This design comes from an exercise in tuning for small area on the open sky130 flow, not from production work. RTL that was checked went through simulation tests only; none was proved equivalent to the original. No driver is modelled on the clock port, so clocking that relies on it looks cheaper here than on a real chip. Power figures rest on the tool's default switching activity, not on a simulated workload.

== main ==
==> flow/design.v <==
module motor_pwm_phase #(parameter SIZE=16)(
                        iCLK, iENABLE, iLOAD, iFIRST,
                        iPERIOD, iPERIOD_N, iDUTY,
                        iCOUNTER, iCOUNTER_DB,
                        oPAD_P, oPAD_N );
  input iCLK, iENABLE, iLOAD, iFIRST;
  input [SIZE-1:0] iPERIOD, iPERIOD_N, iDUTY, iCOUNTER, iCOUNTER_DB;
  output oPAD_P, oPAD_N;
  reg [SIZE-1:0] duty_nq;
  wire [SIZE-1:0] duty_n = iLOAD ? ~iDUTY : duty_nq;
  always @( posedge iCLK )
    duty_nq <= duty_n;
  wire [SIZE:0] dc, sc;
  wire [SIZE-1:0] ndif, sum;
  assign dc[0] = 1'b1;
  assign sc[0] = 1'b1;
  genvar i;
  generate
    for (i = 0; i < SIZE; i = i + 1) begin : g_add
      assign ndif[i] = ~(iPERIOD[i] ^ duty_n[i] ^ dc[i]);
      assign dc[i+1] = (iPERIOD[i] & duty_n[i]) | (dc[i] & (iPERIOD[i] ^ duty_n[i]));
      assign sum[i]  = ~(iPERIOD_N[i] ^ duty_n[i] ^ sc[i]);
      assign sc[i+1] = (iPERIOD_N[i] & duty_n[i]) | (sc[i] & (iPERIOD_N[i] ^ duty_n[i]));
    end
  endgenerate
  wire [SIZE-1:0] A = {1'b0, ~ndif[SIZE-1:1]};
  wire [SIZE-1:0] C = {~sc[SIZE] ^ ~dc[SIZE], sum[SIZE-1:1]};
  wire eqA = (iCOUNTER    == A);
  wire eqB = (iCOUNTER_DB == A);
  wire eqC = (iCOUNTER    == C);
  wire eqD = (iCOUNTER_DB == C);
  reg geC, geD;
  wire gtC = ~iLOAD & geC;
  wire gtD = ~iLOAD & geD;
  wire geC_d = gtC | eqC;
  wire geD_d = gtD | eqD;
  always @( posedge iCLK ) begin
    geC <= geC_d;
    geD <= geD_d;
  end
  reg pad_p, pad_n;
  wire ltA_d = (iLOAD | pad_n) & ~eqA;
  wire ltB_d = (iLOAD | ~pad_p) & ~eqB;
  always @( negedge iCLK or negedge iENABLE )
  begin
    if( !iENABLE ) begin
      pad_p <= 0;
      pad_n <= 1;
    end else begin
      pad_n <= iFIRST | ltA_d | gtD;
      pad_p <= ~iFIRST & ~ltB_d & ~gtC;
    end
  end
  assign oPAD_P = pad_p;
  assign oPAD_N = pad_n;
endmodule
module motor_pwm #(parameter SIZE=16)(
                    iCLK, iENABLE,
                    iPERIOD, iDEADBAND,
                    iDUTY_A, iDUTY_B, iDUTY_C,
                    oPAD_AP, oPAD_AN,
                    oPAD_BP, oPAD_BN,
                    oPAD_CP, oPAD_CN );
  input iCLK, iENABLE;
  input [SIZE-1:0] iPERIOD, iDEADBAND;
  input [SIZE-1:0] iDUTY_A, iDUTY_B, iDUTY_C;
  output oPAD_AP, oPAD_AN;
  output oPAD_BP, oPAD_BN;
  output oPAD_CP, oPAD_CN;
  reg [SIZE-1:0] counter;
  reg first;
  reg load;
  reg [SIZE-1:0] period_q;
  wire [SIZE-1:0] period_d = load ? iPERIOD : period_q;
  reg [SIZE-1:0] cdb_q;
  wire [SIZE-1:0] cdb_m = load ? ~iDEADBAND : cdb_q;
  wire [SIZE:0] dc;
  wire [SIZE-1:0] cdb;
  assign dc[0] = 1'b1;
  wire [SIZE:0] lt;
  assign lt[0] = 1'b0;
  genvar i;
  generate
    for (i = 0; i < SIZE; i = i + 1) begin : g_cmp
      assign lt[i+1] = iPERIOD[i] ? (~counter[i] | lt[i]) : (~counter[i] & lt[i]);
    end
  endgenerate
  wire wrap = first | ~lt[SIZE];
  wire [SIZE:0] ic;
  wire [SIZE-1:0] inc;
  assign ic[0] = 1'b1;
  generate
    for (i = 0; i < SIZE; i = i + 1) begin : g_inc
      assign inc[i]  = counter[i] ^ ic[i];
      assign ic[i+1] = counter[i] & ic[i];
    end
  endgenerate
  always @( posedge iCLK or negedge iENABLE )
    if( !iENABLE ) first <= 1'b1;
    else           first <= 1'b0;
  generate
    for (i = 0; i < SIZE; i = i + 1) begin : g_cdb
      assign cdb[i]  = cdb_m[i] ^ dc[i];
      assign dc[i+1] = cdb_m[i] & dc[i];
    end
  endgenerate
  always @( posedge iCLK ) begin
    counter  <= wrap ? {SIZE{1'b0}} : inc;
    load     <= wrap;
    period_q <= period_d;
    cdb_q    <= cdb;
  end
  wire [SIZE-1:0] period_n = ~period_d;
  motor_pwm_phase phaseA ( iCLK, iENABLE, load, first, period_d, period_n, iDUTY_A,
                           counter, cdb, oPAD_AP, oPAD_AN );
  motor_pwm_phase phaseB ( iCLK, iENABLE, load, first, period_d, period_n, iDUTY_B,
                           counter, cdb, oPAD_BP, oPAD_BN );
  motor_pwm_phase phaseC ( iCLK, iENABLE, load, first, period_d, period_n, iDUTY_C,
                           counter, cdb, oPAD_CP, oPAD_CN );
endmodule
Settings: LEC_CHECK=0, CAP_MARGIN=20, CORE_MARGIN=2, CORE_UTILIZATION=78, CTS_BUF_LIST=sky130_fd_sc_hd__clkbuf_4, SLEW_MARGIN=20, SYNTH_HIERARCHICAL=1; clock period 25.0 ns.
standard.sh (not shown) runs the stock make flow with config.mk's settings and CLKGATE_MAP_FILE= SYNTH_SCRIPT=/design/flow/synth_recipe.tcl, a recipe that flattens the netlist after the stock synthesis.
==> flow/flow/run.sh <==
#!/bin/bash
# Standard ORFS layout (the standard.sh, standard synthesis unchanged), with the
# port buffers inserted as the smallest buffer cell, no dummy clock loads in CTS, and
# the clock buffers that drive many flip-flops upsized after CTS.
set -euo pipefail
BP="-buffer_cell sky130_fd_sc_hd__buf_1"
CTS="-sink_clustering_enable -repair_clock_nets -buf_list sky130_fd_sc_hd__clkbuf_4 -sink_clustering_size 20 -sink_clustering_max_diameter 50 -dont_use_dummy_load"
FIX="$(pwd)/flow/cts_fix.tcl"
export BUFFER_PORTS_ARGS="$BP" CTS_ARGS="$CTS" POST_CTS_TCL="$FIX"
bash standard.sh "BUFFER_PORTS_ARGS=$BP" "CTS_ARGS=$CTS" "POST_CTS_TCL=$FIX" finish > standard_make.log 2>&1
==> flow/flow/cts_fix.tcl <==
foreach inst [get_cells *] {
  if { [get_property $inst ref_name] != "sky130_fd_sc_hd__clkbuf_4" } { continue }
  set out [get_pins -of_objects $inst -filter "direction == output"]
  set loads [get_pins -of_objects [get_nets -of_objects $out] -filter "direction == input"]
  if { [llength $loads] > 10 } {
    puts "cts_fix: [get_property $inst full_name] drives [llength $loads] pins, upsized"
    replace_cell $inst sky130_fd_sc_hd__clkbuf_8
  }
}
detailed_placement
check_placement -verbose
Input changes introduced in the feature branch (baseline for comparison: main):
--- a/flow/design.v
+++ b/flow/design.v
@@ -6,10 +6,11 @@
   input iCLK, iENABLE, iLOAD, iFIRST;
   input [SIZE-1:0] iPERIOD, iPERIOD_N, iDUTY, iCOUNTER, iCOUNTER_DB;
   output oPAD_P, oPAD_N;
-  reg [SIZE-1:0] duty_nq;
-  wire [SIZE-1:0] duty_n = iLOAD ? ~iDUTY : duty_nq;
+  reg [SIZE-1:0] duty_q;
+  wire [SIZE-1:0] duty_d = iLOAD ? iDUTY : duty_q;
+  wire [SIZE-1:0] duty_n = ~duty_d;
   always @( posedge iCLK )
-    duty_nq <= duty_n;
+    duty_q <= duty_d;
   wire [SIZE:0] dc, sc;
   wire [SIZE-1:0] ndif, sum;
   assign dc[0] = 1'b1;
--- outcome ---
The feature branch finished every step from synthesis to the final layout, and the layout passed the timing, design-rule and antenna checks.
The run showing the smaller total internal power is main.
Largest clock skew in the final design delta for the feature branch relative to main: 0.0047 ns higher
Compared to main, the router laid down less metal wire for the feature branch.
Density: the feature branch sparser than main
Between main and the feature branch, the flow reports number of nets at the end of the flow decreasing slightly.
The feature branch vs main, cell area went up by 84 um^2.
| worst hold-check slack | the feature branch vs main | 0.0047 ns lower |
Delta (the feature branch minus main): combinational group power barely changed; power has increased; non-clock buffer count down 8; global-route usage over all layers fell by 1.4 points; switching power total went down.
Maximum number of pins on one net before global-route repair in the feature branch vs main: up 10%


## old
motor_pwm, a different RTL version from the one above (not shown whole).
Size in the first run: ~840 cells after synthesis, roughly 120 flip-flops, about 9000 um^2 of cells after synthesis.
==> module motor_pwm_phase, before the edit <==
module motor_pwm_phase #(parameter SIZE=16)(
                        iCLK, iENABLE, iLOAD, iFIRST,
                        iPERIOD, iDUTY,
                        iCOUNTER, iCOUNTER_DB,
                        oPAD_P, oPAD_N );
  input iCLK, iENABLE, iLOAD, iFIRST;
  input [SIZE-1:0] iPERIOD, iDUTY, iCOUNTER, iCOUNTER_DB;
  output oPAD_P, oPAD_N;
  reg [SIZE-1:0] duty_q;
  wire [SIZE-1:0] duty_d = iLOAD ? iDUTY : duty_q;
  always @( posedge iCLK )
    duty_q <= duty_d;
  wire [SIZE:0] dc, sc;
  wire [SIZE-1:0] dif, sum;
  assign dc[0] = 1'b1;
  assign sc[0] = 1'b0;
  genvar i;
  generate
    for (i = 0; i < SIZE; i = i + 1) begin : g_add
      assign dif[i]  = iPERIOD[i] ^ ~duty_d[i] ^ dc[i];
      assign dc[i+1] = (iPERIOD[i] & ~duty_d[i]) | (dc[i] & (iPERIOD[i] ^ ~duty_d[i]));
      assign sum[i]  = iPERIOD[i] ^ duty_d[i] ^ sc[i];
      assign sc[i+1] = (iPERIOD[i] & duty_d[i]) | (sc[i] & (iPERIOD[i] ^ duty_d[i]));
    end
  endgenerate
  wire [SIZE-1:0] A = {1'b0, dif[SIZE-1:1]};
  wire [SIZE-1:0] C = {sc[SIZE] ^ ~dc[SIZE], sum[SIZE-1:1]};
  wire eqA = (iCOUNTER    == A);
  wire eqB = (iCOUNTER_DB == A);
  wire eqC = (iCOUNTER    == C);
  wire eqD = (iCOUNTER_DB == C);
  reg ltA, ltB, geC, geD;
  wire ltA_d = (iLOAD | ltA) & ~eqA;
  wire ltB_d = (iLOAD | ltB) & ~eqB;
  wire geC_d = (~iLOAD & geC) | eqC;
  wire geD_d = (~iLOAD & geD) | eqD;
  wire gtC = ~iLOAD & geC;
  wire gtD = ~iLOAD & geD;
  always @( negedge iCLK ) begin
    ltA <= ltA_d;
    ltB <= ltB_d;
    geC <= geC_d;
    geD <= geD_d;
  end
  reg pad_p, pad_n;
  always @( negedge iCLK or negedge iENABLE )
  begin
    if( !iENABLE ) begin
      pad_p <= 0;
      pad_n <= 1;
    end else begin
      pad_n <= iFIRST | ltA_d | gtD;
      pad_p <= ~iFIRST & ~ltB_d & ~gtC;
    end
  end
  assign oPAD_P = pad_p;
  assign oPAD_N = pad_n;
endmodule
==> module motor_pwm, before the edit <==
module motor_pwm #(parameter SIZE=16)(
                    iCLK, iENABLE,
                    iPERIOD, iDEADBAND,
                    iDUTY_A, iDUTY_B, iDUTY_C,
                    oPAD_AP, oPAD_AN,
                    oPAD_BP, oPAD_BN,
                    oPAD_CP, oPAD_CN );
  input iCLK, iENABLE;
  input [SIZE-1:0] iPERIOD, iDEADBAND;
  input [SIZE-1:0] iDUTY_A, iDUTY_B, iDUTY_C;
  output oPAD_AP, oPAD_AN;
  output oPAD_BP, oPAD_BN;
  output oPAD_CP, oPAD_CN;
  reg [SIZE-1:0] counter;
  reg first;
  reg [SIZE-1:0] period_q, deadband_q;
  wire load = ~|counter;
  wire [SIZE-1:0] period_d   = load ? iPERIOD   : period_q;
  wire [SIZE-1:0] deadband_d = load ? iDEADBAND : deadband_q;
  wire [SIZE:0] lt;
  assign lt[0] = 1'b0;
  genvar i;
  generate
    for (i = 0; i < SIZE; i = i + 1) begin : g_cmp
      assign lt[i+1] = (~counter[i] & iPERIOD[i]) | (~(counter[i] ^ iPERIOD[i]) & lt[i]);
    end
  endgenerate
  wire wrap = first | ~lt[SIZE];
  wire [SIZE:0] ic;
  wire [SIZE-1:0] inc;
  assign ic[0] = 1'b1;
  generate
    for (i = 0; i < SIZE; i = i + 1) begin : g_inc
      assign inc[i]  = counter[i] ^ ic[i];
      assign ic[i+1] = counter[i] & ic[i];
    end
  endgenerate
  always @( posedge iCLK or negedge iENABLE )
    if( !iENABLE ) first <= 1'b1;
    else           first <= 1'b0;
  always @( posedge iCLK ) begin
    counter    <= wrap ? {SIZE{1'b0}} : inc;
    period_q   <= period_d;
    deadband_q <= deadband_d;
  end
  wire [SIZE:0] kc;
  wire [SIZE-1:0] kd;
  assign kc[0] = 1'b1;
  generate
    for (i = 0; i < SIZE; i = i + 1) begin : g_kd
      assign kd[i]   = counter[i] ^ ~deadband_d[i] ^ kc[i];
      assign kc[i+1] = (counter[i] & ~deadband_d[i]) | (kc[i] & (counter[i] ^ ~deadband_d[i]));
    end
  endgenerate
  motor_pwm_phase phaseA ( iCLK, iENABLE, load, first, period_d, iDUTY_A,
                           counter, kd, oPAD_AP, oPAD_AN );
  motor_pwm_phase phaseB ( iCLK, iENABLE, load, first, period_d, iDUTY_B,
                           counter, kd, oPAD_BP, oPAD_BN );
  motor_pwm_phase phaseC ( iCLK, iENABLE, load, first, period_d, iDUTY_C,
                           counter, kd, oPAD_CP, oPAD_CN );
endmodule
clock: 25.0 ns
lec_check: 0
cap_margin: 20
core_margin: 2
core_utilization: 40
slew_margin: 20
run.sh (not shown) runs the stock make flow with config.mk's settings and CLKGATE_MAP_FILE= SYNTH_SCRIPT=/design/flow/synth_recipe.tcl, a recipe that flattens the netlist after the stock synthesis.
Stock flow here: none of the scripts above is used.
For new, these inputs were changed with respect to old:
--- a/flow/design.v
+++ b/flow/design.v
@@ -1,30 +1,30 @@
 module motor_pwm_phase #(parameter SIZE=16)(
                         iCLK, iENABLE, iLOAD, iFIRST,
-                        iPERIOD, iDUTY,
+                        iPERIOD, iPERIOD_N, iDUTY,
                         iCOUNTER, iCOUNTER_DB,
                         oPAD_P, oPAD_N );
   input iCLK, iENABLE, iLOAD, iFIRST;
-  input [SIZE-1:0] iPERIOD, iDUTY, iCOUNTER, iCOUNTER_DB;
+  input [SIZE-1:0] iPERIOD, iPERIOD_N, iDUTY, iCOUNTER, iCOUNTER_DB;
   output oPAD_P, oPAD_N;
   reg [SIZE-1:0] duty_q;
   wire [SIZE-1:0] duty_d = iLOAD ? iDUTY : duty_q;
   always @( posedge iCLK )
     duty_q <= duty_d;
   wire [SIZE:0] dc, sc;
-  wire [SIZE-1:0] dif, sum;
-  assign dc[0] = 1'b1;
+  wire [SIZE-1:0] ndif, sum;
+  assign dc[0] = 1'b0;
   assign sc[0] = 1'b0;
   genvar i;
   generate
     for (i = 0; i < SIZE; i = i + 1) begin : g_add
-      assign dif[i]  = iPERIOD[i] ^ ~duty_d[i] ^ dc[i];
-      assign dc[i+1] = (iPERIOD[i] & ~duty_d[i]) | (dc[i] & (iPERIOD[i] ^ ~duty_d[i]));
+      assign ndif[i] = iPERIOD_N[i] ^ duty_d[i] ^ dc[i];
+      assign dc[i+1] = (iPERIOD_N[i] & duty_d[i]) | (dc[i] & (iPERIOD_N[i] ^ duty_d[i]));
       assign sum[i]  = iPERIOD[i] ^ duty_d[i] ^ sc[i];
       assign sc[i+1] = (iPERIOD[i] & duty_d[i]) | (sc[i] & (iPERIOD[i] ^ duty_d[i]));
     end
   endgenerate
-  wire [SIZE-1:0] A = {1'b0, dif[SIZE-1:1]};
-  wire [SIZE-1:0] C = {sc[SIZE] ^ ~dc[SIZE], sum[SIZE-1:1]};
+  wire [SIZE-1:0] A = {1'b0, ~ndif[SIZE-1:1]};
+  wire [SIZE-1:0] C = {sc[SIZE] ^ dc[SIZE], sum[SIZE-1:1]};
   wire eqA = (iCOUNTER    == A);
   wire eqB = (iCOUNTER_DB == A);
   wire eqC = (iCOUNTER    == C);
@@ -71,8 +71,8 @@
   output oPAD_CP, oPAD_CN;
   reg [SIZE-1:0] counter;
   reg first;
+  reg load;
   reg [SIZE-1:0] period_q, deadband_q;
-  wire load = ~|counter;
   wire [SIZE-1:0] period_d   = load ? iPERIOD   : period_q;
   wire [SIZE-1:0] deadband_d = load ? iDEADBAND : deadband_q;
   wire [SIZE:0] lt;
@@ -80,7 +80,7 @@
   genvar i;
   generate
     for (i = 0; i < SIZE; i = i + 1) begin : g_cmp
-      assign lt[i+1] = (~counter[i] & iPERIOD[i]) | (~(counter[i] ^ iPERIOD[i]) & lt[i]);
+      assign lt[i+1] = iPERIOD[i] ? (~counter[i] | lt[i]) : (~counter[i] & lt[i]);
     end
   endgenerate
   wire wrap = first | ~lt[SIZE];
@@ -98,6 +98,7 @@
     else           first <= 1'b0;
   always @( posedge iCLK ) begin
     counter    <= wrap ? {SIZE{1'b0}} : inc;
+    load       <= wrap;
     period_q   <= period_d;
     deadband_q <= deadband_d;
   end
@@ -110,10 +111,11 @@
       assign kc[i+1] = (counter[i] & ~deadband_d[i]) | (kc[i] & (counter[i] ^ ~deadband_d[i]));
     end
   endgenerate
-  motor_pwm_phase phaseA ( iCLK, iENABLE, load, first, period_d, iDUTY_A,
+  wire [SIZE-1:0] period_n = ~period_d;
+  motor_pwm_phase phaseA ( iCLK, iENABLE, load, first, period_d, period_n, iDUTY_A,
                            counter, kd, oPAD_AP, oPAD_AN );
-  motor_pwm_phase phaseB ( iCLK, iENABLE, load, first, period_d, iDUTY_B,
+  motor_pwm_phase phaseB ( iCLK, iENABLE, load, first, period_d, period_n, iDUTY_B,
                            counter, kd, oPAD_BP, oPAD_BN );
-  motor_pwm_phase phaseC ( iCLK, iENABLE, load, first, period_d, iDUTY_C,
+  motor_pwm_phase phaseC ( iCLK, iENABLE, load, first, period_d, period_n, iDUTY_C,
                            counter, kd, oPAD_CP, oPAD_CN );
 endmodule
Compared new against old; portion of the layout cell area used by clock cells within noise.
[new] post-route core utilization fell 1.2 points relative to old
Taking old over new, the detailed placement HPWL ratio works out to 1.07.
Comparing new against old, there is no change at all in number of hold-repair buffers added at the cts stage.
From new to old, setup TNS did not move at all.
In the final reports, the cell area of new is smaller than that of old.
When new is set beside old, its total routed wirelength turns out to be 7.6% smaller.
When new is measured against old, its initial core utilization turns out 0.29 points lower.
Compared with old, in new sequential cell area fraction in the yosys report grew by 0.66 points; power spent charging and discharging nets shrank by 1.2%; logic gate share of total power shrank by 0.6 points; number of cells in the finished layout apart from fillers shrank by 52.
For new, only the layout was checked, not whether the RTL still works.
